Background: an optimization exercise with open tools, aiming at small area. Do not read the settings as production practice.
No functional check of the RTL was part of this run.

==> flow/design.v <==
`timescale 1ns / 1ps
module FFT_8pt(
    input clk, reset,
    input [11:0] real_in, imag_in,
    input [2:0] addr_real, addr_imag,
    input wr_en_real, wr_en_imag,
    output [23:0] fft_real_out, fft_imag_out
);
    reg [95:0] real_mem, imag_mem;
    reg [2:0] read_addr_real, read_addr_imag;
    integer a;
    always @(posedge clk) begin
        for (a = 0; a < 8; a = a + 1) begin
            if (wr_en_real && addr_real == a) real_mem[a*12 +: 12] <= {~real_in[11], real_in[10:0]};
            if (wr_en_imag && addr_imag == a) imag_mem[a*12 +: 12] <= {~imag_in[11], imag_in[10:0]};
        end
        if (!wr_en_real) read_addr_real <= addr_real;
        if (!wr_en_imag) read_addr_imag <= addr_imag;
    end
    wire [11:0] mr = real_mem[read_addr_real*12 +: 12];
    wire [11:0] mi = imag_mem[read_addr_imag*12 +: 12];
    reg [2:0] k;
    reg run;
    always @(posedge clk or posedge reset) begin
        if (reset) begin
            k <= 3'd0;
            run <= 1'b0;
        end else begin
            k <= k + 3'd1;
            if (k == 3'd7) run <= 1'b1;
        end
    end
    wire sw = k[0] & k[1];
    wire ng = k[2] & ~k[0];
    wire [11:0] cr = sw ? mi : (mr ^ {12{ng}});
    wire [11:0] ci = (sw ? mr : mi) ^ {12{sw | ng}};
    wire ph1 = ~run & ~k[2];         
    wire ph2 = ~run & k[2];          
    wire nph1 = ~ph1, nrun = ~run;
    wire cqr = ph2 & ~k[0];
    wire cqi = ph2 & (~k[0] | k[1]);
    wire cpc = k[0];
    reg [12:0] qrr [0:3];
    reg [12:0] qri [0:3];
    reg [12:0] prr [0:3];
    reg [12:0] pri [0:3];
    wire [12:0] qer, qei, per, pei;    
    integer q;
    always @(posedge clk) begin
        for (q = 0; q < 3; q = q + 1) begin
            qrr[q] <= qrr[q+1];
            qri[q] <= qri[q+1];
            prr[q] <= prr[q+1];
            pri[q] <= pri[q+1];
        end
        qrr[3] <= qer;
        qri[3] <= qei;
        prr[3] <= per;
        pri[3] <= pei;
    end
    wire [12:0] q0r = qrr[0], q0i = qri[0], p0r = prr[0], p0i = pri[0];
    wire c0, c1, c2, c3, c4, c5, c6, c7, c8, c9, c10, c11, c12, c13, c14, c15, c16, c17, c18, c19, c20, c21, c22, c23, c24, c25, c26, c27, c28, c29, c30, c31, c32, c33, c34, c35, c36, c37, c38, c39, c40, c41, c42, c43, c44, c45, c46, c47, c48, c49, c50, c51, c52, c53, c54, c55, c56, c57, c58, c59, c60, c61, c62, c63, c64, c65, c66, c67, c68, c69, c70, c71, c72, c73, c74, c75, c76, c77, c78, c79, c80, c81, c82, c83, c84, c85, c86, c87, c88, c89, c90, c91, c92, c93, c94, c95, c96, c97, c98, c99, c100, c101, c102, c103, c104, c105, c106, c107, c108, c109, c110, c111, c112, c113, c114, c115, c116, c117, c118, c119, c120, c121, c122, c123, c124, c125, c126, c127, c128, c129, c130, c131, c132, c133, c134, c135, c136, c137, c138, c139, c140, c141, c142, c143, c144, c145, c146, c147, c148, c149, c150, c151, c152, c153, c154, c155, c156, c157, c158, c159, c160, c161, c162, c163, c164, c165, c166, c167, c168, c169, c170, c171;
    assign c0 = q0r[0] & nph1;
    assign c1 = q0r[1] & nph1;
    assign c2 = q0r[2] & nph1;
    assign c3 = q0r[3] & nph1;
    assign c4 = q0r[4] & nph1;
    assign c5 = q0r[5] & nph1;
    assign c6 = q0r[6] & nph1;
    assign c7 = q0r[7] & nph1;
    assign c8 = q0r[8] & nph1;
    assign c9 = q0r[9] & nph1;
    assign c10 = q0r[10] & nph1;
    assign c11 = q0r[11] & nph1;
    assign c12 = cr[0] & nrun;
    assign c13 = cr[1] & nrun;
    assign c14 = cr[2] & nrun;
    assign c15 = cr[3] & nrun;
    assign c16 = cr[4] & nrun;
    assign c17 = cr[5] & nrun;
    assign c18 = cr[6] & nrun;
    assign c19 = cr[7] & nrun;
    assign c20 = cr[8] & nrun;
    assign c21 = cr[9] & nrun;
    assign c22 = cr[10] & nrun;
    assign c23 = cr[11] & nrun;
    fft_fa uc24 (.a(c0), .b(c12), .c(cqr), .s(c24), .co(c25));
    fft_fa uc26 (.a(c1), .b(c13), .c(c25), .s(c26), .co(c27));
    fft_fa uc28 (.a(c2), .b(c14), .c(c27), .s(c28), .co(c29));
    fft_fa uc30 (.a(c3), .b(c15), .c(c29), .s(c30), .co(c31));
    fft_fa uc32 (.a(c4), .b(c16), .c(c31), .s(c32), .co(c33));
    fft_fa uc34 (.a(c5), .b(c17), .c(c33), .s(c34), .co(c35));
    fft_fa uc36 (.a(c6), .b(c18), .c(c35), .s(c36), .co(c37));
    fft_fa uc38 (.a(c7), .b(c19), .c(c37), .s(c38), .co(c39));
    fft_fa uc40 (.a(c8), .b(c20), .c(c39), .s(c40), .co(c41));
    fft_fa uc42 (.a(c9), .b(c21), .c(c41), .s(c42), .co(c43));
    fft_fa uc44 (.a(c10), .b(c22), .c(c43), .s(c44), .co(c45));
    fft_fa uc46 (.a(c11), .b(c23), .c(c45), .s(c46), .co(c47));
    assign c48 = q0r[12] & run;
    assign c49 = c48 ^ c47;
    assign c50 = ~cr[0];
    assign c51 = ~cr[1];
    assign c52 = ~cr[2];
    assign c53 = ~cr[3];
    assign c54 = ~cr[4];
    assign c55 = ~cr[5];
    assign c56 = ~cr[6];
    assign c57 = ~cr[7];
    assign c58 = ~cr[8];
    assign c59 = ~cr[9];
    assign c60 = ~cr[10];
    assign c61 = ~cr[11];
    fft_fa uc62 (.a(q0r[0]), .b(c50), .c(cpc), .s(c62), .co(c63));
    fft_fa uc64 (.a(q0r[1]), .b(c51), .c(c63), .s(c64), .co(c65));
    fft_fa uc66 (.a(q0r[2]), .b(c52), .c(c65), .s(c66), .co(c67));
    fft_fa uc68 (.a(q0r[3]), .b(c53), .c(c67), .s(c68), .co(c69));
    fft_fa uc70 (.a(q0r[4]), .b(c54), .c(c69), .s(c70), .co(c71));
    fft_fa uc72 (.a(q0r[5]), .b(c55), .c(c71), .s(c72), .co(c73));
    fft_fa uc74 (.a(q0r[6]), .b(c56), .c(c73), .s(c74), .co(c75));
    fft_fa uc76 (.a(q0r[7]), .b(c57), .c(c75), .s(c76), .co(c77));
    fft_fa uc78 (.a(q0r[8]), .b(c58), .c(c77), .s(c78), .co(c79));
    fft_fa uc80 (.a(q0r[9]), .b(c59), .c(c79), .s(c80), .co(c81));
    fft_fa uc82 (.a(q0r[10]), .b(c60), .c(c81), .s(c82), .co(c83));
    fft_fa uc84 (.a(q0r[11]), .b(c61), .c(c83), .s(c84), .co(c85));
    assign qer[0] = c24;
    assign qer[1] = c26;
    assign qer[2] = c28;
    assign qer[3] = c30;
    assign qer[4] = c32;
    assign qer[5] = c34;
    assign qer[6] = c36;
    assign qer[7] = c38;
    assign qer[8] = c40;
    assign qer[9] = c42;
    assign qer[10] = c44;
    assign qer[11] = c46;
    assign qer[12] = c49;
    assign per[0] = run ? ~p0r[0] : c62;
    assign per[1] = run ? ~p0r[1] : c64;
    assign per[2] = run ? ~p0r[2] : c66;
    assign per[3] = run ? ~p0r[3] : c68;
    assign per[4] = run ? ~p0r[4] : c70;
    assign per[5] = run ? ~p0r[5] : c72;
    assign per[6] = run ? ~p0r[6] : c74;
    assign per[7] = run ? ~p0r[7] : c76;
    assign per[8] = run ? ~p0r[8] : c78;
    assign per[9] = run ? ~p0r[9] : c80;
    assign per[10] = run ? ~p0r[10] : c82;
    assign per[11] = run ? ~p0r[11] : c84;
    assign per[12] = run ? ~p0r[12] : c85;
    assign c86 = q0i[0] & nph1;
    assign c87 = q0i[1] & nph1;
    assign c88 = q0i[2] & nph1;
    assign c89 = q0i[3] & nph1;
    assign c90 = q0i[4] & nph1;
    assign c91 = q0i[5] & nph1;
    assign c92 = q0i[6] & nph1;
    assign c93 = q0i[7] & nph1;
    assign c94 = q0i[8] & nph1;
    assign c95 = q0i[9] & nph1;
    assign c96 = q0i[10] & nph1;
    assign c97 = q0i[11] & nph1;
    assign c98 = ci[0] & nrun;
    assign c99 = ci[1] & nrun;
    assign c100 = ci[2] & nrun;
    assign c101 = ci[3] & nrun;
    assign c102 = ci[4] & nrun;
    assign c103 = ci[5] & nrun;
    assign c104 = ci[6] & nrun;
    assign c105 = ci[7] & nrun;
    assign c106 = ci[8] & nrun;
    assign c107 = ci[9] & nrun;
    assign c108 = ci[10] & nrun;
    assign c109 = ci[11] & nrun;
    fft_fa uc110 (.a(c86), .b(c98), .c(cqi), .s(c110), .co(c111));
    fft_fa uc112 (.a(c87), .b(c99), .c(c111), .s(c112), .co(c113));
    fft_fa uc114 (.a(c88), .b(c100), .c(c113), .s(c114), .co(c115));
    fft_fa uc116 (.a(c89), .b(c101), .c(c115), .s(c116), .co(c117));
    fft_fa uc118 (.a(c90), .b(c102), .c(c117), .s(c118), .co(c119));
    fft_fa uc120 (.a(c91), .b(c103), .c(c119), .s(c120), .co(c121));
    fft_fa uc122 (.a(c92), .b(c104), .c(c121), .s(c122), .co(c123));
    fft_fa uc124 (.a(c93), .b(c105), .c(c123), .s(c124), .co(c125));
    fft_fa uc126 (.a(c94), .b(c106), .c(c125), .s(c126), .co(c127));
    fft_fa uc128 (.a(c95), .b(c107), .c(c127), .s(c128), .co(c129));
    fft_fa uc130 (.a(c96), .b(c108), .c(c129), .s(c130), .co(c131));
    fft_fa uc132 (.a(c97), .b(c109), .c(c131), .s(c132), .co(c133));
    assign c134 = q0i[12] & run;
    assign c135 = c134 ^ c133;
    assign c136 = ~ci[0];
    assign c137 = ~ci[1];
    assign c138 = ~ci[2];
    assign c139 = ~ci[3];
    assign c140 = ~ci[4];
    assign c141 = ~ci[5];
    assign c142 = ~ci[6];
    assign c143 = ~ci[7];
    assign c144 = ~ci[8];
    assign c145 = ~ci[9];
    assign c146 = ~ci[10];
    assign c147 = ~ci[11];
    fft_fa uc148 (.a(q0i[0]), .b(c136), .c(cpc), .s(c148), .co(c149));
    fft_fa uc150 (.a(q0i[1]), .b(c137), .c(c149), .s(c150), .co(c151));
    fft_fa uc152 (.a(q0i[2]), .b(c138), .c(c151), .s(c152), .co(c153));
    fft_fa uc154 (.a(q0i[3]), .b(c139), .c(c153), .s(c154), .co(c155));
    fft_fa uc156 (.a(q0i[4]), .b(c140), .c(c155), .s(c156), .co(c157));
    fft_fa uc158 (.a(q0i[5]), .b(c141), .c(c157), .s(c158), .co(c159));
    fft_fa uc160 (.a(q0i[6]), .b(c142), .c(c159), .s(c160), .co(c161));
    fft_fa uc162 (.a(q0i[7]), .b(c143), .c(c161), .s(c162), .co(c163));
    fft_fa uc164 (.a(q0i[8]), .b(c144), .c(c163), .s(c164), .co(c165));
    fft_fa uc166 (.a(q0i[9]), .b(c145), .c(c165), .s(c166), .co(c167));
    fft_fa uc168 (.a(q0i[10]), .b(c146), .c(c167), .s(c168), .co(c169));
    fft_fa uc170 (.a(q0i[11]), .b(c147), .c(c169), .s(c170), .co(c171));
    assign qei[0] = c110;
    assign qei[1] = c112;
    assign qei[2] = c114;
    assign qei[3] = c116;
    assign qei[4] = c118;
    assign qei[5] = c120;
    assign qei[6] = c122;
    assign qei[7] = c124;
    assign qei[8] = c126;
    assign qei[9] = c128;
    assign qei[10] = c130;
    assign qei[11] = c132;
    assign qei[12] = c135;
    assign pei[0] = run ? ~p0i[0] : c148;
    assign pei[1] = run ? ~p0i[1] : c150;
    assign pei[2] = run ? ~p0i[2] : c152;
    assign pei[3] = run ? ~p0i[3] : c154;
    assign pei[4] = run ? ~p0i[4] : c156;
    assign pei[5] = run ? ~p0i[5] : c158;
    assign pei[6] = run ? ~p0i[6] : c160;
    assign pei[7] = run ? ~p0i[7] : c162;
    assign pei[8] = run ? ~p0i[8] : c164;
    assign pei[9] = run ? ~p0i[9] : c166;
    assign pei[10] = run ? ~p0i[10] : c168;
    assign pei[11] = run ? ~p0i[11] : c170;
    assign pei[12] = run ? ~p0i[12] : c171;
    wire [2:0] j = k;
    wire [12:0] br0 = prr[0];
    wire [12:0] br2 = prr[2];
    wire [12:0] br1 = qrr[1];
    wire [12:0] br3 = qrr[3];
    wire [12:0] bi0 = pri[0];
    wire [12:0] bi2 = pri[2];
    wire [12:0] bi1 = qri[1];
    wire [12:0] bi3 = qri[3];
    wire odd = j[0];
    wire sn = ~j[0] & (j[1] ^ j[2]);
    wire t1 = j[0] & ~j[1];
    wire t3 = j[0] & j[1];
    wire snt1 = (~j[0] & (j[1] ^ j[2])) | (j[0] & ~j[1]);
    wire snt3 = (~j[0] & (j[1] ^ j[2])) | (j[0] & j[1]);
    wire [7:0] tab_cc0r = 8'b11111100;
    wire cc0r = tab_cc0r[j];
    wire [7:0] tab_cc0i = 8'b11111100;
    wire cc0i = tab_cc0i[j];
    wire [7:0] tab_cc1r = 8'b11101110;
    wire cc1r = tab_cc1r[j];
    wire [7:0] tab_cc1i = 8'b01000100;
    wire cc1i = tab_cc1i[j];
    wire [4:0] kc;
    wire [7:0] tab_kc0 = 8'b00100000;
    assign kc[0] = tab_kc0[j];
    wire [7:0] tab_kc1 = 8'b00100100;
    assign kc[1] = tab_kc1[j];
    wire [7:0] tab_kc2 = 8'b10101010;
    assign kc[2] = tab_kc2[j];
    wire [7:0] tab_kc3 = 8'b01010101;
    assign kc[3] = tab_kc3[j];
    wire [7:0] tab_kc4 = 8'b00100110;
    assign kc[4] = tab_kc4[j];
    wire [23:0] yr, yi;
    wire w0, w1, w2, w3, w4, w5, w6, w7, w8, w9, w10, w11, w12, w13, w14, w15, w16, w17, w18, w19, w20, w21, w22, w23, w24, w25, w26, w27, w28, w29, w30, w31, w32, w33, w34, w35, w36, w37, w38, w39, w40, w41, w42, w43, w44, w45, w46, w47, w48, w49, w50, w51, w52, w53, w54, w55, w56, w57, w58, w59, w60, w61, w62, w63, w64, w65, w66, w67, w68, w69, w70, w71, w72, w73, w74, w75, w76, w77, w78, w79, w80, w81, w82, w83, w84, w85, w86, w87, w88, w89, w90, w91, w92, w93, w94, w95, w96, w97, w98, w99, w100, w101, w102, w103, w104, w105, w106, w107, w108, w109, w110, w111, w112, w113, w114, w115, w116, w117, w118, w119, w120, w121, w122, w123, w124, w125, w126, w127, w128, w129, w130, w131, w132, w133, w134, w135, w136, w137, w138, w139, w140, w141, w142, w143, w144, w145, w146, w147, w148, w149, w150, w151, w152, w153, w154, w155, w156, w157, w158, w159, w160, w161, w162, w163, w164, w165, w166, w167, w168, w169, w170, w171, w172, w173, w174, w175, w176, w177, w178, w179, w180, w181, w182, w183, w184, w185, w186, w187, w188, w189, w190, w191, w192, w193, w194, w195, w196, w197, w198, w199, w200, w201, w202, w203, w204, w205, w206, w207, w208, w209, w210, w211, w212, w213, w214, w215, w216, w217, w218, w219, w220, w221, w222, w223, w224, w225, w226, w227, w228, w229, w230, w231, w232, w233, w234, w235, w236, w237, w238, w239, w240, w241, w242, w243, w244, w245, w246, w247, w248, w249, w250, w251, w252, w253, w254, w255, w256, w257, w258, w259, w260, w261, w262, w263, w264, w265, w266, w267, w268, w269, w270, w271, w272, w273, w274, w275, w276, w277, w278, w279, w280, w281, w282, w283, w284, w285, w286, w287, w288, w289, w290, w291, w292, w293, w294, w295, w296, w297, w298, w299, w300, w301, w302, w303, w304, w305, w306, w307, w308, w309, w310, w311, w312, w313, w314, w315, w316, w317, w318, w319, w320, w321, w322, w323, w324, w325, w326, w327, w328, w329, w330, w331, w332, w333, w334, w335, w336, w337, w338, w339, w340, w341, w342, w343, w344, w345, w346, w347, w348, w349, w350, w351, w352, w353, w354, w355, w356, w357, w358, w359, w360, w361, w362, w363, w364, w365, w366, w367, w368, w369, w370, w371, w372, w373, w374, w375, w376, w377, w378, w379, w380, w381, w382, w383, w384, w385, w386, w387, w388, w389, w390, w391, w392, w393, w394, w395, w396, w397, w398, w399, w400, w401, w402, w403, w404, w405, w406, w407, w408, w409, w410, w411, w412, w413, w414, w415, w416, w417, w418, w419, w420, w421, w422, w423, w424, w425, w426, w427, w428, w429, w430, w431, w432, w433, w434, w435, w436, w437, w438, w439, w440, w441, w442, w443, w444, w445, w446, w447, w448, w449, w450, w451, w452, w453, w454, w455, w456, w457, w458, w459, w460, w461, w462, w463, w464, w465, w466, w467, w468, w469, w470, w471, w472, w473, w474, w475, w476, w477, w478, w479, w480, w481, w482, w483, w484, w485, w486, w487, w488, w489, w490, w491, w492, w493, w494, w495, w496, w497, w498, w499, w500, w501, w502, w503, w504, w505, w506, w507, w508, w509, w510, w511, w512, w513, w514, w515, w516, w517, w518, w519, w520, w521, w522, w523, w524, w525, w526, w527, w528, w529, w530, w531, w532, w533, w534, w535, w536, w537, w538, w539, w540, w541, w542, w543, w544, w545, w546, w547, w548, w549, w550, w551, w552, w553, w554, w555, w556, w557, w558, w559, w560, w561, w562, w563, w564, w565, w566, w567, w568, w569, w570, w571, w572, w573, w574, w575, w576, w577, w578, w579, w580, w581, w582, w583, w584, w585, w586, w587, w588, w589, w590, w591, w592, w593, w594, w595, w596, w597, w598, w599, w600, w601, w602, w603, w604, w605, w606, w607, w608, w609, w610, w611, w612, w613, w614, w615, w616, w617, w618, w619, w620, w621, w622, w623, w624, w625, w626, w627, w628, w629, w630, w631, w632, w633, w634, w635, w636, w637, w638, w639, w640, w641, w642, w643, w644, w645, w646, w647, w648, w649, w650, w651, w652, w653, w654, w655, w656, w657, w658, w659, w660, w661, w662, w663, w664, w665, w666, w667, w668, w669, w670, w671, w672, w673, w674, w675, w676, w677, w678, w679, w680, w681, w682, w683, w684, w685, w686, w687, w688, w689, w690, w691, w692, w693, w694, w695;
    fft_fa uw0 (.a(br0[0]), .b(br2[0]), .c(cc0r), .s(w0), .co(w1));
    fft_fa uw2 (.a(br0[1]), .b(br2[1]), .c(w1), .s(w2), .co(w3));
    fft_fa uw4 (.a(br0[2]), .b(br2[2]), .c(w3), .s(w4), .co(w5));
    fft_fa uw6 (.a(br0[3]), .b(br2[3]), .c(w5), .s(w6), .co(w7));
    fft_fa uw8 (.a(br0[4]), .b(br2[4]), .c(w7), .s(w8), .co(w9));
    fft_fa uw10 (.a(br0[5]), .b(br2[5]), .c(w9), .s(w10), .co(w11));
    fft_fa uw12 (.a(br0[6]), .b(br2[6]), .c(w11), .s(w12), .co(w13));
    fft_fa uw14 (.a(br0[7]), .b(br2[7]), .c(w13), .s(w14), .co(w15));
    fft_fa uw16 (.a(br0[8]), .b(br2[8]), .c(w15), .s(w16), .co(w17));
    fft_fa uw18 (.a(br0[9]), .b(br2[9]), .c(w17), .s(w18), .co(w19));
    fft_fa uw20 (.a(br0[10]), .b(br2[10]), .c(w19), .s(w20), .co(w21));
    fft_fa uw22 (.a(br0[11]), .b(br2[11]), .c(w21), .s(w22), .co(w23));
    fft_fa uw24 (.a(br0[12]), .b(br2[12]), .c(w23), .s(w24), .co(w25));
    fft_fa uw26 (.a(bi0[0]), .b(bi2[0]), .c(cc0i), .s(w26), .co(w27));
    fft_fa uw28 (.a(bi0[1]), .b(bi2[1]), .c(w27), .s(w28), .co(w29));
    fft_fa uw30 (.a(bi0[2]), .b(bi2[2]), .c(w29), .s(w30), .co(w31));
    fft_fa uw32 (.a(bi0[3]), .b(bi2[3]), .c(w31), .s(w32), .co(w33));
    fft_fa uw34 (.a(bi0[4]), .b(bi2[4]), .c(w33), .s(w34), .co(w35));
    fft_fa uw36 (.a(bi0[5]), .b(bi2[5]), .c(w35), .s(w36), .co(w37));
    fft_fa uw38 (.a(bi0[6]), .b(bi2[6]), .c(w37), .s(w38), .co(w39));
    fft_fa uw40 (.a(bi0[7]), .b(bi2[7]), .c(w39), .s(w40), .co(w41));
    fft_fa uw42 (.a(bi0[8]), .b(bi2[8]), .c(w41), .s(w42), .co(w43));
    fft_fa uw44 (.a(bi0[9]), .b(bi2[9]), .c(w43), .s(w44), .co(w45));
    fft_fa uw46 (.a(bi0[10]), .b(bi2[10]), .c(w45), .s(w46), .co(w47));
    fft_fa uw48 (.a(bi0[11]), .b(bi2[11]), .c(w47), .s(w48), .co(w49));
    fft_fa uw50 (.a(bi0[12]), .b(bi2[12]), .c(w49), .s(w50), .co(w51));
    assign w52 = ~bi3[0];
    assign w53 = ~bi3[1];
    assign w54 = ~bi3[2];
    assign w55 = ~bi3[3];
    assign w56 = ~bi3[4];
    assign w57 = ~bi3[5];
    assign w58 = ~bi3[6];
    assign w59 = ~bi3[7];
    assign w60 = ~bi3[8];
    assign w61 = ~bi3[9];
    assign w62 = ~bi3[10];
    assign w63 = ~bi3[11];
    assign w64 = ~bi3[12];
    fft_fa uw65 (.a(br1[0]), .b(w52), .c(cc1r), .s(w65), .co(w66));
    fft_fa uw67 (.a(br1[1]), .b(w53), .c(w66), .s(w67), .co(w68));
    fft_fa uw69 (.a(br1[2]), .b(w54), .c(w68), .s(w69), .co(w70));
    fft_fa uw71 (.a(br1[3]), .b(w55), .c(w70), .s(w71), .co(w72));
    fft_fa uw73 (.a(br1[4]), .b(w56), .c(w72), .s(w73), .co(w74));
    fft_fa uw75 (.a(br1[5]), .b(w57), .c(w74), .s(w75), .co(w76));
    fft_fa uw77 (.a(br1[6]), .b(w58), .c(w76), .s(w77), .co(w78));
    fft_fa uw79 (.a(br1[7]), .b(w59), .c(w78), .s(w79), .co(w80));
    fft_fa uw81 (.a(br1[8]), .b(w60), .c(w80), .s(w81), .co(w82));
    fft_fa uw83 (.a(br1[9]), .b(w61), .c(w82), .s(w83), .co(w84));
    fft_fa uw85 (.a(br1[10]), .b(w62), .c(w84), .s(w85), .co(w86));
    fft_fa uw87 (.a(br1[11]), .b(w63), .c(w86), .s(w87), .co(w88));
    fft_fa uw89 (.a(br1[12]), .b(w64), .c(w88), .s(w89), .co(w90));
    fft_fa uw91 (.a(bi1[0]), .b(br3[0]), .c(cc1i), .s(w91), .co(w92));
    fft_fa uw93 (.a(bi1[1]), .b(br3[1]), .c(w92), .s(w93), .co(w94));
    fft_fa uw95 (.a(bi1[2]), .b(br3[2]), .c(w94), .s(w95), .co(w96));
    fft_fa uw97 (.a(bi1[3]), .b(br3[3]), .c(w96), .s(w97), .co(w98));
    fft_fa uw99 (.a(bi1[4]), .b(br3[4]), .c(w98), .s(w99), .co(w100));
    fft_fa uw101 (.a(bi1[5]), .b(br3[5]), .c(w100), .s(w101), .co(w102));
    fft_fa uw103 (.a(bi1[6]), .b(br3[6]), .c(w102), .s(w103), .co(w104));
    fft_fa uw105 (.a(bi1[7]), .b(br3[7]), .c(w104), .s(w105), .co(w106));
    fft_fa uw107 (.a(bi1[8]), .b(br3[8]), .c(w106), .s(w107), .co(w108));
    fft_fa uw109 (.a(bi1[9]), .b(br3[9]), .c(w108), .s(w109), .co(w110));
    fft_fa uw111 (.a(bi1[10]), .b(br3[10]), .c(w110), .s(w111), .co(w112));
    fft_fa uw113 (.a(bi1[11]), .b(br3[11]), .c(w112), .s(w113), .co(w114));
    fft_fa uw115 (.a(bi1[12]), .b(br3[12]), .c(w114), .s(w115), .co(w116));
    assign w117 = t1 ? w91 : w65;
    assign w118 = w117 ^ sn;
    assign w119 = t1 ? w93 : w67;
    assign w120 = w119 ^ sn;
    assign w121 = t1 ? w95 : w69;
    assign w122 = w121 ^ sn;
    assign w123 = t1 ? w97 : w71;
    assign w124 = w123 ^ sn;
    assign w125 = t1 ? w99 : w73;
    assign w126 = w125 ^ sn;
    assign w127 = t1 ? w101 : w75;
    assign w128 = w127 ^ sn;
    assign w129 = t1 ? w103 : w77;
    assign w130 = w129 ^ sn;
    assign w131 = t1 ? w105 : w79;
    assign w132 = w131 ^ sn;
    assign w133 = t1 ? w107 : w81;
    assign w134 = w133 ^ sn;
    assign w135 = t1 ? w109 : w83;
    assign w136 = w135 ^ sn;
    assign w137 = t1 ? w111 : w85;
    assign w138 = w137 ^ sn;
    assign w139 = t1 ? w113 : w87;
    assign w140 = w139 ^ sn;
    assign w141 = t1 ? w115 : w89;
    assign w142 = w141 ^ sn;
    assign w143 = t1 ? w116 : w90;
    assign w144 = w143 ^ sn;
    assign w145 = t1 ? w65 : w91;
    assign w146 = w145 ^ snt1;
    assign w147 = t1 ? w67 : w93;
    assign w148 = w147 ^ snt1;
    assign w149 = t1 ? w69 : w95;
    assign w150 = w149 ^ snt1;
    assign w151 = t1 ? w71 : w97;
    assign w152 = w151 ^ snt1;
    assign w153 = t1 ? w73 : w99;
    assign w154 = w153 ^ snt1;
    assign w155 = t1 ? w75 : w101;
    assign w156 = w155 ^ snt1;
    assign w157 = t1 ? w77 : w103;
    assign w158 = w157 ^ snt1;
    assign w159 = t1 ? w79 : w105;
    assign w160 = w159 ^ snt1;
    assign w161 = t1 ? w81 : w107;
    assign w162 = w161 ^ snt1;
    assign w163 = t1 ? w83 : w109;
    assign w164 = w163 ^ snt1;
    assign w165 = t1 ? w85 : w111;
    assign w166 = w165 ^ snt1;
    assign w167 = t1 ? w87 : w113;
    assign w168 = w167 ^ snt1;
    assign w169 = t1 ? w89 : w115;
    assign w170 = w169 ^ snt1;
    assign w171 = t1 ? w90 : w116;
    assign w172 = w171 ^ snt1;
    assign w173 = w0 ^ sn;
    assign w174 = w2 ^ sn;
    assign w175 = w4 ^ sn;
    assign w176 = w6 ^ sn;
    assign w177 = w8 ^ sn;
    assign w178 = w10 ^ sn;
    assign w179 = w12 ^ sn;
    assign w180 = w14 ^ sn;
    assign w181 = w16 ^ sn;
    assign w182 = w18 ^ sn;
    assign w183 = w20 ^ sn;
    assign w184 = w22 ^ sn;
    assign w185 = w24 ^ sn;
    assign w186 = w25 ^ sn;
    assign w187 = w26 & odd;
    assign w188 = w187 ^ t3;
    assign w189 = w28 & odd;
    assign w190 = w189 ^ t3;
    assign w191 = w30 & odd;
    assign w192 = w191 ^ t3;
    assign w193 = w32 & odd;
    assign w194 = w193 ^ t3;
    assign w195 = w34 & odd;
    assign w196 = w195 ^ t3;
    assign w197 = w36 & odd;
    assign w198 = w197 ^ t3;
    assign w199 = w38 & odd;
    assign w200 = w199 ^ t3;
    assign w201 = w40 & odd;
    assign w202 = w201 ^ t3;
    assign w203 = w42 & odd;
    assign w204 = w203 ^ t3;
    assign w205 = w44 & odd;
    assign w206 = w205 ^ t3;
    assign w207 = w46 & odd;
    assign w208 = w207 ^ t3;
    assign w209 = w48 & odd;
    assign w210 = w209 ^ t3;
    assign w211 = w50 & odd;
    assign w212 = w211 ^ t3;
    assign w213 = w51 & odd;
    assign w214 = w213 ^ t3;
    fft_fa uw215 (.a(w173), .b(w188), .c(snt3), .s(w215), .co(w216));
    fft_fa uw217 (.a(w174), .b(w190), .c(w216), .s(w217), .co(w218));
    fft_fa uw219 (.a(w175), .b(w192), .c(w218), .s(w219), .co(w220));
    fft_fa uw221 (.a(w176), .b(w194), .c(w220), .s(w221), .co(w222));
    fft_fa uw223 (.a(w177), .b(w196), .c(w222), .s(w223), .co(w224));
    fft_fa uw225 (.a(w178), .b(w198), .c(w224), .s(w225), .co(w226));
    fft_fa uw227 (.a(w179), .b(w200), .c(w226), .s(w227), .co(w228));
    fft_fa uw229 (.a(w180), .b(w202), .c(w228), .s(w229), .co(w230));
    fft_fa uw231 (.a(w181), .b(w204), .c(w230), .s(w231), .co(w232));
    fft_fa uw233 (.a(w182), .b(w206), .c(w232), .s(w233), .co(w234));
    fft_fa uw235 (.a(w183), .b(w208), .c(w234), .s(w235), .co(w236));
    fft_fa uw237 (.a(w184), .b(w210), .c(w236), .s(w237), .co(w238));
    fft_fa uw239 (.a(w185), .b(w212), .c(w238), .s(w239), .co(w240));
    fft_fa uw241 (.a(w186), .b(w214), .c(w240), .s(w241), .co(w242));
    assign w243 = w26 ^ sn;
    assign w244 = w28 ^ sn;
    assign w245 = w30 ^ sn;
    assign w246 = w32 ^ sn;
    assign w247 = w34 ^ sn;
    assign w248 = w36 ^ sn;
    assign w249 = w38 ^ sn;
    assign w250 = w40 ^ sn;
    assign w251 = w42 ^ sn;
    assign w252 = w44 ^ sn;
    assign w253 = w46 ^ sn;
    assign w254 = w48 ^ sn;
    assign w255 = w50 ^ sn;
    assign w256 = w51 ^ sn;
    assign w257 = w0 & odd;
    assign w258 = w257 ^ t1;
    assign w259 = w2 & odd;
    assign w260 = w259 ^ t1;
    assign w261 = w4 & odd;
    assign w262 = w261 ^ t1;
    assign w263 = w6 & odd;
    assign w264 = w263 ^ t1;
    assign w265 = w8 & odd;
    assign w266 = w265 ^ t1;
    assign w267 = w10 & odd;
    assign w268 = w267 ^ t1;
    assign w269 = w12 & odd;
    assign w270 = w269 ^ t1;
    assign w271 = w14 & odd;
    assign w272 = w271 ^ t1;
    assign w273 = w16 & odd;
    assign w274 = w273 ^ t1;
    assign w275 = w18 & odd;
    assign w276 = w275 ^ t1;
    assign w277 = w20 & odd;
    assign w278 = w277 ^ t1;
    assign w279 = w22 & odd;
    assign w280 = w279 ^ t1;
    assign w281 = w24 & odd;
    assign w282 = w281 ^ t1;
    assign w283 = w25 & odd;
    assign w284 = w283 ^ t1;
    fft_fa uw285 (.a(w243), .b(w258), .c(snt1), .s(w285), .co(w286));
    fft_fa uw287 (.a(w244), .b(w260), .c(w286), .s(w287), .co(w288));
    fft_fa uw289 (.a(w245), .b(w262), .c(w288), .s(w289), .co(w290));
    fft_fa uw291 (.a(w246), .b(w264), .c(w290), .s(w291), .co(w292));
    fft_fa uw293 (.a(w247), .b(w266), .c(w292), .s(w293), .co(w294));
    fft_fa uw295 (.a(w248), .b(w268), .c(w294), .s(w295), .co(w296));
    fft_fa uw297 (.a(w249), .b(w270), .c(w296), .s(w297), .co(w298));
    fft_fa uw299 (.a(w250), .b(w272), .c(w298), .s(w299), .co(w300));
    fft_fa uw301 (.a(w251), .b(w274), .c(w300), .s(w301), .co(w302));
    fft_fa uw303 (.a(w252), .b(w276), .c(w302), .s(w303), .co(w304));
    fft_fa uw305 (.a(w253), .b(w278), .c(w304), .s(w305), .co(w306));
    fft_fa uw307 (.a(w254), .b(w280), .c(w306), .s(w307), .co(w308));
    fft_fa uw309 (.a(w255), .b(w282), .c(w308), .s(w309), .co(w310));
    fft_fa uw311 (.a(w256), .b(w284), .c(w310), .s(w311), .co(w312));
    assign w313 = w215 & odd;
    assign w314 = w217 & odd;
    assign w315 = w219 & odd;
    assign w316 = w221 & odd;
    assign w317 = w223 & odd;
    assign w318 = w225 & odd;
    assign w319 = w227 & odd;
    assign w320 = w229 & odd;
    assign w321 = w231 & odd;
    assign w322 = w233 & odd;
    assign w323 = w235 & odd;
    assign w324 = w237 & odd;
    assign w325 = w239 & odd;
    assign w326 = w241 & odd;
    assign w327 = w242 & odd;
    fft_ha uw328 (.a(w315), .b(w313), .s(w328), .co(w329));
    fft_fa uw330 (.a(w316), .b(w314), .c(w329), .s(w330), .co(w331));
    fft_fa uw332 (.a(w317), .b(w315), .c(w331), .s(w332), .co(w333));
    fft_fa uw334 (.a(w318), .b(w316), .c(w333), .s(w334), .co(w335));
    fft_fa uw336 (.a(w319), .b(w317), .c(w335), .s(w336), .co(w337));
    fft_fa uw338 (.a(w320), .b(w318), .c(w337), .s(w338), .co(w339));
    fft_fa uw340 (.a(w321), .b(w319), .c(w339), .s(w340), .co(w341));
    fft_fa uw342 (.a(w322), .b(w320), .c(w341), .s(w342), .co(w343));
    fft_fa uw344 (.a(w323), .b(w321), .c(w343), .s(w344), .co(w345));
    fft_fa uw346 (.a(w324), .b(w322), .c(w345), .s(w346), .co(w347));
    fft_fa uw348 (.a(w325), .b(w323), .c(w347), .s(w348), .co(w349));
    fft_fa uw350 (.a(w326), .b(w324), .c(w349), .s(w350), .co(w351));
    fft_fa uw352 (.a(w327), .b(w325), .c(w351), .s(w352), .co(w353));
    fft_ha uw354 (.a(w326), .b(w353), .s(w354), .co(w355));
    fft_ha uw356 (.a(w327), .b(w355), .s(w356), .co(w357));
    assign w358 = ~w313;
    assign w359 = ~w314;
    assign w360 = ~w328;
    assign w361 = ~w330;
    assign w362 = ~w332;
    assign w363 = ~w334;
    assign w364 = ~w336;
    assign w365 = ~w338;
    assign w366 = ~w340;
    assign w367 = ~w342;
    assign w368 = ~w344;
    assign w369 = ~w346;
    assign w370 = ~w348;
    assign w371 = ~w350;
    assign w372 = ~w352;
    assign w373 = ~w354;
    assign w374 = ~w356;
    assign w375 = ~w357;
    fft_ha uw376 (.a(w118), .b(w215), .s(w376), .co(w377));
    fft_ha uw378 (.a(w120), .b(w217), .s(w378), .co(w379));
    fft_ha uw380 (.a(w122), .b(w219), .s(w380), .co(w381));
    fft_ha uw382 (.a(w124), .b(w221), .s(w382), .co(w383));
    fft_ha uw384 (.a(w126), .b(w223), .s(w384), .co(w385));
    fft_ha uw386 (.a(w128), .b(w225), .s(w386), .co(w387));
    fft_fa uw388 (.a(w130), .b(w227), .c(w352), .s(w388), .co(w389));
    fft_fa uw390 (.a(w132), .b(w229), .c(w354), .s(w390), .co(w391));
    fft_ha uw392 (.a(w134), .b(w231), .s(w392), .co(w393));
    fft_fa uw394 (.a(w136), .b(w233), .c(w357), .s(w394), .co(w395));
    fft_ha uw396 (.a(w376), .b(w340), .s(w396), .co(w397));
    fft_fa uw398 (.a(w378), .b(w342), .c(w363), .s(w398), .co(w399));
    fft_fa uw400 (.a(w380), .b(w344), .c(w364), .s(w400), .co(w401));
    fft_fa uw402 (.a(w382), .b(w346), .c(w365), .s(w402), .co(w403));
    fft_fa uw404 (.a(w384), .b(w348), .c(w366), .s(w404), .co(w405));
    fft_fa uw406 (.a(w386), .b(w350), .c(w367), .s(w406), .co(w407));
    fft_fa uw408 (.a(w388), .b(w368), .c(kc[2]), .s(w408), .co(w409));
    fft_fa uw410 (.a(w390), .b(w369), .c(kc[2]), .s(w410), .co(w411));
    fft_fa uw412 (.a(w392), .b(w356), .c(w370), .s(w412), .co(w413));
    fft_fa uw414 (.a(w394), .b(w371), .c(kc[2]), .s(w414), .co(w415));
    fft_fa uw416 (.a(w138), .b(w235), .c(w372), .s(w416), .co(w417));
    fft_ha uw418 (.a(w140), .b(w237), .s(w418), .co(w419));
    fft_fa uw420 (.a(w142), .b(w239), .c(w374), .s(w420), .co(w421));
    fft_fa uw422 (.a(w144), .b(w241), .c(w375), .s(w422), .co(w423));
    fft_ha uw424 (.a(w332), .b(w358), .s(w424), .co(w425));
    fft_fa uw426 (.a(w334), .b(w359), .c(kc[0]), .s(w426), .co(w427));
    fft_fa uw428 (.a(w336), .b(w360), .c(kc[0]), .s(w428), .co(w429));
    fft_ha uw430 (.a(w338), .b(w361), .s(w430), .co(w431));
    fft_fa uw432 (.a(w396), .b(w362), .c(kc[1]), .s(w432), .co(w433));
    fft_fa uw434 (.a(w398), .b(w377), .c(w397), .s(w434), .co(w435));
    fft_fa uw436 (.a(w400), .b(w379), .c(w399), .s(w436), .co(w437));
    fft_fa uw438 (.a(w402), .b(w381), .c(w401), .s(w438), .co(w439));
    fft_fa uw440 (.a(w404), .b(w383), .c(w403), .s(w440), .co(w441));
    fft_fa uw442 (.a(w406), .b(w385), .c(w405), .s(w442), .co(w443));
    fft_fa uw444 (.a(w408), .b(w387), .c(w407), .s(w444), .co(w445));
    fft_fa uw446 (.a(w410), .b(w389), .c(w409), .s(w446), .co(w447));
    fft_fa uw448 (.a(w412), .b(w391), .c(w411), .s(w448), .co(w449));
    fft_fa uw450 (.a(w414), .b(w393), .c(w413), .s(w450), .co(w451));
    fft_fa uw452 (.a(w416), .b(w395), .c(w415), .s(w452), .co(w453));
    fft_fa uw454 (.a(w418), .b(w373), .c(w417), .s(w454), .co(w455));
    fft_fa uw456 (.a(w420), .b(kc[2]), .c(w419), .s(w456), .co(w457));
    fft_fa uw458 (.a(w422), .b(kc[2]), .c(w421), .s(w458), .co(w459));
    fft_fa uw460 (.a(w242), .b(kc[2]), .c(w423), .s(w460), .co(w461));
    fft_ha uw462 (.a(w314), .b(kc[0]), .s(w462), .co(w463));
    fft_ha uw464 (.a(w328), .b(w463), .s(w464), .co(w465));
    fft_fa uw466 (.a(w330), .b(kc[0]), .c(w465), .s(w466), .co(w467));
    assign w468 = ~(w424 ^ w467);
    assign w469 = w424 | w467;
    fft_fa uw470 (.a(w426), .b(w425), .c(w469), .s(w470), .co(w471));
    fft_fa uw472 (.a(w428), .b(w427), .c(w471), .s(w472), .co(w473));
    fft_fa uw474 (.a(w430), .b(w429), .c(w473), .s(w474), .co(w475));
    fft_fa uw476 (.a(w432), .b(w431), .c(w475), .s(w476), .co(w477));
    fft_fa uw478 (.a(w434), .b(w433), .c(w477), .s(w478), .co(w479));
    fft_fa uw480 (.a(w436), .b(w435), .c(w479), .s(w480), .co(w481));
    fft_fa uw482 (.a(w438), .b(w437), .c(w481), .s(w482), .co(w483));
    fft_fa uw484 (.a(w440), .b(w439), .c(w483), .s(w484), .co(w485));
    fft_fa uw486 (.a(w442), .b(w441), .c(w485), .s(w486), .co(w487));
    fft_fa uw488 (.a(w444), .b(w443), .c(w487), .s(w488), .co(w489));
    fft_fa uw490 (.a(w446), .b(w445), .c(w489), .s(w490), .co(w491));
    fft_fa uw492 (.a(w448), .b(w447), .c(w491), .s(w492), .co(w493));
    fft_fa uw494 (.a(w450), .b(w449), .c(w493), .s(w494), .co(w495));
    fft_fa uw496 (.a(w452), .b(w451), .c(w495), .s(w496), .co(w497));
    fft_fa uw498 (.a(w454), .b(w453), .c(w497), .s(w498), .co(w499));
    fft_fa uw500 (.a(w456), .b(w455), .c(w499), .s(w500), .co(w501));
    fft_fa uw502 (.a(w458), .b(w457), .c(w501), .s(w502), .co(w503));
    fft_fa uw504 (.a(w460), .b(w459), .c(w503), .s(w504), .co(w505));
    fft_fa uw506 (.a(kc[3]), .b(w461), .c(w505), .s(w506), .co(w507));
    assign w508 = w285 & odd;
    assign w509 = w287 & odd;
    assign w510 = w289 & odd;
    assign w511 = w291 & odd;
    assign w512 = w293 & odd;
    assign w513 = w295 & odd;
    assign w514 = w297 & odd;
    assign w515 = w299 & odd;
    assign w516 = w301 & odd;
    assign w517 = w303 & odd;
    assign w518 = w305 & odd;
    assign w519 = w307 & odd;
    assign w520 = w309 & odd;
    assign w521 = w311 & odd;
    assign w522 = w312 & odd;
    fft_ha uw523 (.a(w510), .b(w508), .s(w523), .co(w524));
    fft_fa uw525 (.a(w511), .b(w509), .c(w524), .s(w525), .co(w526));
    fft_fa uw527 (.a(w512), .b(w510), .c(w526), .s(w527), .co(w528));
    fft_fa uw529 (.a(w513), .b(w511), .c(w528), .s(w529), .co(w530));
    fft_fa uw531 (.a(w514), .b(w512), .c(w530), .s(w531), .co(w532));
    fft_fa uw533 (.a(w515), .b(w513), .c(w532), .s(w533), .co(w534));
    fft_fa uw535 (.a(w516), .b(w514), .c(w534), .s(w535), .co(w536));
    fft_fa uw537 (.a(w517), .b(w515), .c(w536), .s(w537), .co(w538));
    fft_fa uw539 (.a(w518), .b(w516), .c(w538), .s(w539), .co(w540));
    fft_fa uw541 (.a(w519), .b(w517), .c(w540), .s(w541), .co(w542));
    fft_fa uw543 (.a(w520), .b(w518), .c(w542), .s(w543), .co(w544));
    fft_fa uw545 (.a(w521), .b(w519), .c(w544), .s(w545), .co(w546));
    fft_fa uw547 (.a(w522), .b(w520), .c(w546), .s(w547), .co(w548));
    fft_ha uw549 (.a(w521), .b(w548), .s(w549), .co(w550));
    fft_ha uw551 (.a(w522), .b(w550), .s(w551), .co(w552));
    assign w553 = ~w508;
    assign w554 = ~w509;
    assign w555 = ~w523;
    assign w556 = ~w525;
    assign w557 = ~w527;
    assign w558 = ~w529;
    assign w559 = ~w531;
    assign w560 = ~w533;
    assign w561 = ~w535;
    assign w562 = ~w537;
    assign w563 = ~w539;
    assign w564 = ~w541;
    assign w565 = ~w543;
    assign w566 = ~w545;
    assign w567 = ~w547;
    assign w568 = ~w549;
    assign w569 = ~w551;
    assign w570 = ~w552;
    fft_ha uw571 (.a(w146), .b(w285), .s(w571), .co(w572));
    fft_ha uw573 (.a(w148), .b(w287), .s(w573), .co(w574));
    fft_ha uw575 (.a(w150), .b(w289), .s(w575), .co(w576));
    fft_ha uw577 (.a(w152), .b(w291), .s(w577), .co(w578));
    fft_ha uw579 (.a(w154), .b(w293), .s(w579), .co(w580));
    fft_ha uw581 (.a(w156), .b(w295), .s(w581), .co(w582));
    fft_fa uw583 (.a(w158), .b(w297), .c(w547), .s(w583), .co(w584));
    fft_fa uw585 (.a(w160), .b(w299), .c(w549), .s(w585), .co(w586));
    fft_ha uw587 (.a(w162), .b(w301), .s(w587), .co(w588));
    fft_fa uw589 (.a(w164), .b(w303), .c(w552), .s(w589), .co(w590));
    fft_ha uw591 (.a(w571), .b(w535), .s(w591), .co(w592));
    fft_fa uw593 (.a(w573), .b(w537), .c(w558), .s(w593), .co(w594));
    fft_fa uw595 (.a(w575), .b(w539), .c(w559), .s(w595), .co(w596));
    fft_fa uw597 (.a(w577), .b(w541), .c(w560), .s(w597), .co(w598));
    fft_fa uw599 (.a(w579), .b(w543), .c(w561), .s(w599), .co(w600));
    fft_fa uw601 (.a(w581), .b(w545), .c(w562), .s(w601), .co(w602));
    fft_fa uw603 (.a(w583), .b(w563), .c(kc[2]), .s(w603), .co(w604));
    fft_fa uw605 (.a(w585), .b(w564), .c(kc[2]), .s(w605), .co(w606));
    fft_fa uw607 (.a(w587), .b(w551), .c(w565), .s(w607), .co(w608));
    fft_fa uw609 (.a(w589), .b(w566), .c(kc[2]), .s(w609), .co(w610));
    fft_fa uw611 (.a(w166), .b(w305), .c(w567), .s(w611), .co(w612));
    fft_ha uw613 (.a(w168), .b(w307), .s(w613), .co(w614));
    fft_fa uw615 (.a(w170), .b(w309), .c(w569), .s(w615), .co(w616));
    fft_fa uw617 (.a(w172), .b(w311), .c(w570), .s(w617), .co(w618));
    fft_ha uw619 (.a(w527), .b(w553), .s(w619), .co(w620));
    fft_ha uw621 (.a(w529), .b(w554), .s(w621), .co(w622));
    fft_ha uw623 (.a(w531), .b(w555), .s(w623), .co(w624));
    fft_ha uw625 (.a(w533), .b(w556), .s(w625), .co(w626));
    fft_fa uw627 (.a(w591), .b(w557), .c(kc[4]), .s(w627), .co(w628));
    fft_fa uw629 (.a(w593), .b(w572), .c(w592), .s(w629), .co(w630));
    fft_fa uw631 (.a(w595), .b(w574), .c(w594), .s(w631), .co(w632));
    fft_fa uw633 (.a(w597), .b(w576), .c(w596), .s(w633), .co(w634));
    fft_fa uw635 (.a(w599), .b(w578), .c(w598), .s(w635), .co(w636));
    fft_fa uw637 (.a(w601), .b(w580), .c(w600), .s(w637), .co(w638));
    fft_fa uw639 (.a(w603), .b(w582), .c(w602), .s(w639), .co(w640));
    fft_fa uw641 (.a(w605), .b(w584), .c(w604), .s(w641), .co(w642));
    fft_fa uw643 (.a(w607), .b(w586), .c(w606), .s(w643), .co(w644));
    fft_fa uw645 (.a(w609), .b(w588), .c(w608), .s(w645), .co(w646));
    fft_fa uw647 (.a(w611), .b(w590), .c(w610), .s(w647), .co(w648));
    fft_fa uw649 (.a(w613), .b(w568), .c(w612), .s(w649), .co(w650));
    fft_fa uw651 (.a(w615), .b(kc[2]), .c(w614), .s(w651), .co(w652));
    fft_fa uw653 (.a(w617), .b(kc[2]), .c(w616), .s(w653), .co(w654));
    fft_fa uw655 (.a(w312), .b(kc[2]), .c(w618), .s(w655), .co(w656));
    assign w657 = ~w619;
    fft_fa uw658 (.a(w621), .b(w620), .c(w619), .s(w658), .co(w659));
    fft_fa uw660 (.a(w623), .b(w622), .c(w659), .s(w660), .co(w661));
    fft_fa uw662 (.a(w625), .b(w624), .c(w661), .s(w662), .co(w663));
    fft_fa uw664 (.a(w627), .b(w626), .c(w663), .s(w664), .co(w665));
    fft_fa uw666 (.a(w629), .b(w628), .c(w665), .s(w666), .co(w667));
    fft_fa uw668 (.a(w631), .b(w630), .c(w667), .s(w668), .co(w669));
    fft_fa uw670 (.a(w633), .b(w632), .c(w669), .s(w670), .co(w671));
    fft_fa uw672 (.a(w635), .b(w634), .c(w671), .s(w672), .co(w673));
    fft_fa uw674 (.a(w637), .b(w636), .c(w673), .s(w674), .co(w675));
    fft_fa uw676 (.a(w639), .b(w638), .c(w675), .s(w676), .co(w677));
    fft_fa uw678 (.a(w641), .b(w640), .c(w677), .s(w678), .co(w679));
    fft_fa uw680 (.a(w643), .b(w642), .c(w679), .s(w680), .co(w681));
    fft_fa uw682 (.a(w645), .b(w644), .c(w681), .s(w682), .co(w683));
    fft_fa uw684 (.a(w647), .b(w646), .c(w683), .s(w684), .co(w685));
    fft_fa uw686 (.a(w649), .b(w648), .c(w685), .s(w686), .co(w687));
    fft_fa uw688 (.a(w651), .b(w650), .c(w687), .s(w688), .co(w689));
    fft_fa uw690 (.a(w653), .b(w652), .c(w689), .s(w690), .co(w691));
    fft_fa uw692 (.a(w655), .b(w654), .c(w691), .s(w692), .co(w693));
    fft_fa uw694 (.a(kc[3]), .b(w656), .c(w693), .s(w694), .co(w695));
    assign yr[0] = w313;
    assign yr[1] = w462;
    assign yr[2] = w464;
    assign yr[3] = w466;
    assign yr[4] = w468;
    assign yr[5] = w470;
    assign yr[6] = w472;
    assign yr[7] = w474;
    assign yr[8] = w476;
    assign yr[9] = w478;
    assign yr[10] = w480;
    assign yr[11] = w482;
    assign yr[12] = w484;
    assign yr[13] = w486;
    assign yr[14] = w488;
    assign yr[15] = w490;
    assign yr[16] = w492;
    assign yr[17] = w494;
    assign yr[18] = w496;
    assign yr[19] = w498;
    assign yr[20] = w500;
    assign yr[21] = w502;
    assign yr[22] = w504;
    assign yr[23] = w506;
    assign yi[0] = w508;
    assign yi[1] = w509;
    assign yi[2] = w523;
    assign yi[3] = w525;
    assign yi[4] = w657;
    assign yi[5] = w658;
    assign yi[6] = w660;
    assign yi[7] = w662;
    assign yi[8] = w664;
    assign yi[9] = w666;
    assign yi[10] = w668;
    assign yi[11] = w670;
    assign yi[12] = w672;
    assign yi[13] = w674;
    assign yi[14] = w676;
    assign yi[15] = w678;
    assign yi[16] = w680;
    assign yi[17] = w682;
    assign yi[18] = w684;
    assign yi[19] = w686;
    assign yi[20] = w688;
    assign yi[21] = w690;
    assign yi[22] = w692;
    assign yi[23] = w694;
    assign fft_real_out = yr;
    assign fft_imag_out = yi;
endmodule
module fft_fa(input a, b, c, output s, co);
    assign s = a ^ b ^ c;
    assign co = (a & b) | (a & c) | (b & c);
endmodule
module fft_ha(input a, b, output s, co);
    assign s = a ^ b;
    assign co = a & b;
endmodule
==> flow/flow/run.sh <==
#!/bin/bash
# Standard layout, with these changes: ports are buffered with the smallest
# buffer; the clock tree uses clkbuf_4 leaves and no dummy loads; buffers
# that synthesis added are removed and its upsized cells set back to drive 1
# after floorplanning (repair_design and repair_timing resize as needed).
set -euo pipefail
export BUFFER_PORTS_ARGS="-buffer_cell sky130_fd_sc_hd__buf_1"
export CTS_ARGS="-sink_clustering_enable -repair_clock_nets -dont_use_dummy_load -sink_clustering_size 10 -sink_clustering_max_diameter 50 -buf_list sky130_fd_sc_hd__clkbuf_4 -root_buf sky130_fd_sc_hd__clkbuf_16"
export REMOVE_ABC_BUFFERS=1
export POST_FLOORPLAN_TCL="$PWD/flow/downsize.tcl"
bash standard.sh > standard.log 2>&1
==> flow/flow/downsize.tcl <==
# Set every combinational cell to the smallest-area drive strength of the
# same cell, and let placement's repair_design and repair_timing size back up
# what the layout needs.
set db [ord::get_db]
set block [ord::get_db_block]
set n 0
foreach inst [$block getInsts] {
  set m [$inst getMaster]
  set name [$m getName]
  if {![regexp {^(sky130_fd_sc_hd__[a-z0-9]+)_([0-9]+)$} $name -> base drv]} { continue }
  if {[string match "*__df*" $base] || [string match "*__edf*" $base] \
      || [string match "*clk*" $base] || [string match "*conb*" $base]} { continue }
  set best $m
  set barea [expr {[$m getWidth] * [$m getHeight]}]
  foreach d {0 1 2} {
    set c [$db findMaster ${base}_$d]
    if {$c == "NULL" || $c == ""} { continue }
    set a [expr {[$c getWidth] * [$c getHeight]}]
    if {$a < $barea} { set best $c; set barea $a }
  }
  if {$best != $m} {
    $inst swapMaster $best
    incr n
  }
}
puts "downsize.tcl: $n instances resized"
==> flow/standard.sh <==
#!/bin/bash
# synth_recipe.tcl (not shown) runs the flow's synth.tcl, then flattens the netlist and writes it again
# the make line also repeats each setting of config.mk as NAME=value (left out here)
make -C /OpenROAD-flow-scripts/flow DESIGN_CONFIG=/design/flow/config.mk WORK_HOME=/design/flow/orfs CLKGATE_MAP_FILE= SYNTH_SCRIPT=/design/flow/synth_recipe.tcl "${@:-finish}"
==> flow/config.mk <==
export PLATFORM = sky130hd
export DESIGN_NAME = FFT_8pt
export DESIGN_NICKNAME = FFT_8pt
export VERILOG_FILES = /design/flow/design.v
export SDC_FILE = /design/flow/constraint.sdc
export NUM_CORES = 4
export LEC_CHECK = 0
export CAP_MARGIN = 10
export CORE_MARGIN = 2
export CORE_UTILIZATION = 65
export SLEW_MARGIN = 10
export SYNTH_HIERARCHICAL = 1
==> flow/constraint.sdc <==
create_clock -name core_clock -period 16.0 [get_ports {clk}]
set_input_delay 3.2000 -clock core_clock [delete_from_list [all_inputs] [get_ports {clk}]]
set_output_delay 3.2000 -clock core_clock [all_outputs]
set_load 0.01 [all_outputs]
==> summary.txt <==
path summary, 6_finish.rpt:
| check | startpoint | slack (ns) | endpoint | cells after the start |
|---|---|---|---|---|
| min | qri[2][6] | 0.32 | qri[1][6] | 0 |
| max in group asynchronous | reset | 13.29 | k[0] | 2 |
| max reg2reg | k[1] | 8.47 | qri[3][12] | 19 |
| min reg2reg | qri[2][6] | 0.32 | qri[1][6] | 0 |
| max | k[2] | -0.79 | fft_imag_out[23] | 37 |
| min in group asynchronous | reset | 2.54 | run | 2 |
per-layer routing:
layer	up-vias	part of all wire
li1	4661	-
met1	5076	0.44
met2	181	0.50
met3	47	0.032
met4	0	0.024
met5	-	0
layout by cell type, fill, tap and decap left out, types with 5 or more instances in the layout:
cell / n
buf_4: 122
fa_1: 165
o211a_1: 12
xnor2_2: 28
o21ai_1: 38
clkbuf_4: 42
ha_1: 37
mux2i_1: 52
edfxtp_1: 198
mux2_2: 12
dfxtp_1: 208
clkbuf_16: 5
and2_4: 19
nand2_1: 87
xor2_1: 14
inv_1: 61
nor2b_1: 24
and2_1: 7
nand2_2: 6
xnor2_1: 44
inv_2: 7
and3_1: 12
fa_2: 88
mux2_1: 12
nand2b_1: 6
nor2_1: 15
buf_1: 73
mux4_2: 48
worst register-to-register path, stage by stage (launching register included):
cell and delay, ns:
dfrtp_1 0.40, buf_4 0.15, ha_1 0.26, buf_4 0.24, a21oi_2 0.82, mux2i_1 0.23
and3_1 0.27, fa_1 0.40, fa_1 0.41, fa_1 0.40, fa_1 0.40, fa_1 0.41
fa_1 0.40, fa_1 0.41, fa_1 0.42, fa_1 0.41, fa_1 0.41, fa_1 0.41
fa_1 0.44, xnor2_1 0.15
sequential cells by signal (all words and copies together) (netlist names):
register and count:
read_addr_real 3, imag_mem 96, real_mem 96, qrr 52, qri 52, k 3
pri 52, run 1, prr 52, read_addr_imag 3
stage by stage:
stage	std cells	setup WS [ns]	hold slack, ns	cell area [sq um]
floorplan	1216	-3.54	0.310	19900
global placement	1809	-1.45	0.310	21500
detailed placement	1809	-1.56	0.312	21500
CTS	1865	-0.945	0.326	22500
global route	1868	-1.10	0.326	22600
finish	1868	-0.786	0.318	22600
cells by family after synthesis:
kind of cell    Yosys count  synth area share
simple gates            182            0.0425
buf+inv                 167            0.0442
compound gates           54            0.0162
fa+ha+maj               292             0.270
mux                     124            0.0940
xor+xnor                 86            0.0366
flops                   410             0.497
Yosys stat by module, one instance, submodules excluded:
module / cell area, sq um / cells / flip-flops and latches
fft_fa: 20.0 / 1 / 0
fft_ha: 12.5 / 1 / 0
FFT_8pt: 15100 / 1030 / 410
layout make-up:
class | instances | area (sq um) | area share
flip-flops and latches | 410 | 10200 | 0.453
multi-input cells | 738 | 9900 | 0.439
repair buffers | 203 | 1250 | 0.0553
well taps | 402 | 503 | 0.0223
clock buffers | 47 | 440 | 0.0195
inverters | 68 | 255 | 0.0113
what timing repair did:
action | 4_1_cts | 5_1_grt
hold buffers | 0 | 0
resized for setup | 140 | 19
buffers inserted | 9 | 3
pin swaps | 42 | 23
endpoints found under the setup margin | 11 | 8
==> qor.yml <==
run_status: "failed layout checks"
checkFailReasons: "setup timing"
grt-busiest-layer: "met2"
cpPeakStageDelay_ns: 0.58
cell_accounting_for_the_most_synthesized_area: "edfxtp_1"
worstPathBufferInverterCount: 3
total_cts_buffers: 47
via_per_inst: 5.33
syn_inst: 1315
maxCapViolCount: 0
fin_worst_skew_ns: 0.0325
die_area_sq_um: 33100
drt_wl_total_mm: 37.0
critical_path_top_delay_cell: "fa_2"
final_layout_size_suffix_gt1_frac: 0.269
max_slew.worst_pin.slew_ns: 1.12
synth_top_cells_by_count: "fa_1, dfxtp_1, edfxtp_1"
antenna_cells: 0
layout_worst_path_cycle_share: 1.05
design.portCount: 82
gr-total-overflow: 0
startpoint_type: "flip-flop"
synth_edf_count: 198
clk-insertion-delay-late_ns: 0.50
vias: 9965
setup.worst_path.end_class: "output pin"
synth_cell_types: 34
clock_path_buffers: 3
postSynth.asyncResetShare: 0.00976
initial_util: 0.655
detailedRoute.firstPassIterationCount: 4
yosys.cell_count.top_type: "fa_1"
maxSlewHeadroom: 0.256
floorplan.rows: 65
report.final.hold_viol_count: 0
core_area_sq_um: 31400
postSynth.topFlopCell: "dfxtp_1"
globalRouteTotalUtil: 0.238
arrival_ns: 13.59
yosys_register_bits: 410
layout_setup_ws_ns: -0.786
clk_pin_slew_worst_paths_ns: 0.10
synth_top_area_share: 0.289
number_of_antenna_violations_at_the_first_check_in_global_routing: 0
synth_area_sq_um: 20600
dieWidth_microns: 182
fmax_ghz: 0.0596
final_core_util: 0.719
yosysSeqAreaShare: 0.497
gp_congestion: 0.844
post_synthesis_area_per_instance_sq_um: 15.6
clock_tree_from_tritoncts: "done"
syn_to_final_growth_pct: 9.72
grt_pass1_wl_mm: 59.8
nNetsFinal: 1794
path_common_cell: "fa_2"
crit_family: "adder cells"
post_synth_main_area_contributors: "edfxtp_1, fa_1, dfxtp_1"
drt_iter0_markers: 438
buffer_ports.inserted: 81
final.setup.tns_ns: -2.47
crit_path_max_fanout: 2
grt.met1_usage: 0.331
met3_usage_grt: 0.0291
die_y_microns: 182
cts_root_buffer: "clkbuf_16"
timing.final.crit_period_ns: 16.79
cp_data_required_time_ns: 12.80
average_wire_per_cell_in_the_routed_design_microns: 19.8
yosysWarningCount: 11
hpwlAfterDp_mm: 27.7
min-delay-path-class: "reg -> reg"
finalSetupViolCount: 6
final_max_slew_viol_count: 0
drtAntennaViolNets: 0
post-route-drc-count: 0
grt_setup_unrepaired: "yes"
groute.layer.met2.usage: 0.405
worstSetupPathType: "reg -> out"
grt_pass1_vias: 11024
grt_start_max_net_pins: 70
h-tree-depth: 2
total_of_fill_cells_in_the_finished_design: 2103
numClockSinks: 410

[afterwards: timing with drivers on the ports]
Ports are ideal in the flow. The routed layout listed here was re-timed in OpenROAD.
Step 1 assumes that a clkbuf_16 drives the clock port and a buf_2 every other input.
Step 2 adds t to the input delays and takes it off the output delays; t is the mean of the earliest and latest rising clock arrival at the registers after step 1. Input paths then give back, and output paths get back, about the clock's delay inside the block.
a / b / c = ideal ports / drivers / drivers and shift; a / b = the first two.
t, ns: 0.536
slack for setup (ns): -0.786 / -0.836 / -0.301
worst setup path after step 2: register to output
worst data-port slew with drivers (ns): 0.06
cell pins on the clock port's net: 1
For this run, drivers alone change the setup slack by -0.050 ns; drivers and shift together by +0.485 ns.
